This is an optimization exercise on Yosys and OpenROAD, whose aim is small area, a short achievable clock period and few clock cycles per item, not a production implementation. Only simulation tests tie the RTL to the original design; equivalence was not proved. No driver is modelled on the clock port, so clocking that relies on it looks cheaper here than on a real chip.

## run a
// Xsr
module Xsr (
  input  wire        clk,
  input  wire        rst,
  input  wire [63:0] seed,
  input  wire        gen,
  output wire        ready,
  output wire        valid,
  output wire [63:0] out
);
reg [63:0] s0, s1, s2, s3, o;
reg        busy, rdy, v;
reg        nv;    
reg [5:0]  cnt;   
reg [1:0]  wi;    
wire h_gsh0 = (cnt == 6'd0) | (cnt == 6'd1) | (cnt == 6'd3) | (cnt == 6'd6) | (cnt == 6'd8) | (cnt == 6'd10) | (cnt == 6'd13) | (cnt == 6'd14) | (cnt == 6'd16) | (cnt == 6'd17) | (cnt == 6'd19) | (cnt == 6'd22) | (cnt == 6'd23) | (cnt == 6'd24) | (cnt == 6'd25) | (cnt == 6'd26) | (cnt == 6'd33) | (cnt == 6'd35) | (cnt == 6'd45) | (cnt == 6'd46);
wire h_gsh1 = (cnt == 6'd0) | (cnt == 6'd1) | (cnt == 6'd2) | (cnt == 6'd9) | (cnt == 6'd25) | (cnt == 6'd31) | (cnt == 6'd36) | (cnt == 6'd38) | (cnt == 6'd43) | (cnt == 6'd44);
wire h_nz = (cnt == 6'd1) | (cnt == 6'd3) | (cnt == 6'd4) | (cnt == 6'd5) | (cnt == 6'd7) | (cnt == 6'd8) | (cnt == 6'd9) | (cnt == 6'd10) | (cnt == 6'd11) | (cnt == 6'd12) | (cnt == 6'd13) | (cnt == 6'd14) | (cnt == 6'd15) | (cnt == 6'd16) | (cnt == 6'd17) | (cnt == 6'd18) | (cnt == 6'd19) | (cnt == 6'd20) | (cnt == 6'd21) | (cnt == 6'd22) | (cnt == 6'd23) | (cnt == 6'd24) | (cnt == 6'd25) | (cnt == 6'd26) | (cnt == 6'd27) | (cnt == 6'd28) | (cnt == 6'd29) | (cnt == 6'd30) | (cnt == 6'd32) | (cnt == 6'd33) | (cnt == 6'd34) | (cnt == 6'd35) | (cnt == 6'd36) | (cnt == 6'd37) | (cnt == 6'd38) | (cnt == 6'd39) | (cnt == 6'd40) | (cnt == 6'd41) | (cnt == 6'd42) | (cnt == 6'd43) | (cnt == 6'd44) | (cnt == 6'd45) | (cnt == 6'd47) | (cnt == 6'd48) | (cnt == 6'd49);
  ...
For scale: about 3000 cells after synthesis, ~330 flip-flops.
Settings: LEC_CHECK=0, CAP_MARGIN=20, CORE_MARGIN=2, CORE_UTILIZATION=40, CTS_BUF_LIST=sky130_fd_sc_hd__clkbuf_16, CTS_CLUSTER_DIAMETER=200, CTS_CLUSTER_SIZE=16, SLEW_MARGIN=20; clock period 50.0 ns.
standard.sh (not shown) runs the stock make flow with config.mk's settings and CLKGATE_MAP_FILE= SYNTH_SCRIPT=/design/flow/synth_recipe.tcl, a recipe that flattens the netlist after the stock synthesis.
==> flow/flow/run.sh <==
#!/bin/bash
# Standard synthesis and layout with two changes: port buffers use buf_2
# instead of the default clkdlybuf4s50_1, and after clock tree synthesis the
# output paths get one extra repair_timing pass (flow/tune.tcl) that sizes
# them towards the other paths' delay. Each step logs to its own file here.
set -euo pipefail
BP="BUFFER_PORTS_ARGS=-buffer_cell sky130_fd_sc_hd__buf_2"
bash standard.sh synth > synth.log 2>&1
bash standard.sh "$BP" cts > place_cts.log 2>&1
TUNE_MARGIN=38.8 openroad -no_init -exit flow/tune.tcl > tune.log 2>&1
bash standard.sh "$BP" finish > route_finish.log 2>&1
==> flow/flow/tune.tcl <==
# Extra setup repair after CTS, aimed at the register-to-output paths.
set res orfs/results/$::env(FLOW_PLATFORM)/Xsr/base
set plat $::env(FLOW_HOME)/platforms/$::env(FLOW_PLATFORM)
read_liberty $plat/lib/sky130_fd_sc_hd__tt_025C_1v80.lib
read_db $res/4_cts.odb
read_sdc $res/4_cts.sdc
source $plat/setRC.tcl
set_propagated_clock [all_clocks]
estimate_parasitics -placement
report_checks -to [all_outputs] -format end
report_worst_slack
repair_timing -setup -setup_margin $::env(TUNE_MARGIN) -skip_last_gasp -verbose
detailed_placement
check_placement -verbose
estimate_parasitics -placement
report_checks -to [all_outputs] -format end
report_worst_slack
write_db $res/4_cts.odb
Testbench counts of run a, summed over its fixed seeds: cycles 9,832, items 8,192.
Modified inputs, run b compared to run a
- setting ABC_AREA to 1 for the first time
==> flow/flow/run.sh <==
#!/bin/bash
# Standard synthesis and layout with two changes: port buffers use buf_2
# instead of the default clkdlybuf4s50_1, and after clock tree synthesis one
# extra repair_timing pass (flow/tune.tcl) resizes the few paths, mostly
# register-to-output, whose delay stands out above the rest. Each step logs
# to its own file here.
set -euo pipefail
BP="BUFFER_PORTS_ARGS=-buffer_cell sky130_fd_sc_hd__buf_2"
bash standard.sh synth > synth.log 2>&1
bash standard.sh "$BP" cts > place_cts.log 2>&1
TUNE_MARGIN=38.8 openroad -no_init -exit flow/tune.tcl > tune.log 2>&1
bash standard.sh "$BP" finish > route_finish.log 2>&1
Diff run a -> run b | area after synthesis | decrease of about 0.45%
Run b: hold-critical path depth lower than run a
Run b against run a: sequential cell area held steady, layout filler cell count grew by 1.6%.

## static timing again, ports no longer ideal
No port has a modelled driver above. Below, the same layouts with a new extraction and two added sets of constraints. Step 1: set_driving_cell puts a clkbuf_16 on clk and a buf_2 on each other input, an assumption about the parent block. Step 2 times the ports against the registers' clock, not the clock port: input delays grow and output delays shrink by t, the midpoint of the rising clock arrivals with the driver on. Slacks: ideal ports / drivers / drivers and shift; pairs: ideal ports / drivers.
run | t (ns) | setup WS [ns] | hold slack, ns | slew at the worst register clock pin (ns) | worst slew at a driven data input, ns
run a | 0.637 | 38.799 / 38.735 / 39.351 | 0.477 / 0.477 / 0.477 | 0.09 / 0.09 | 0.05
run b | 0.639 | 38.855 / 38.792 / 39.300 | 0.465 / 0.465 / 0.465 | 0.10 / 0.10 | 0.04
After both steps every run listed still meets setup and hold.
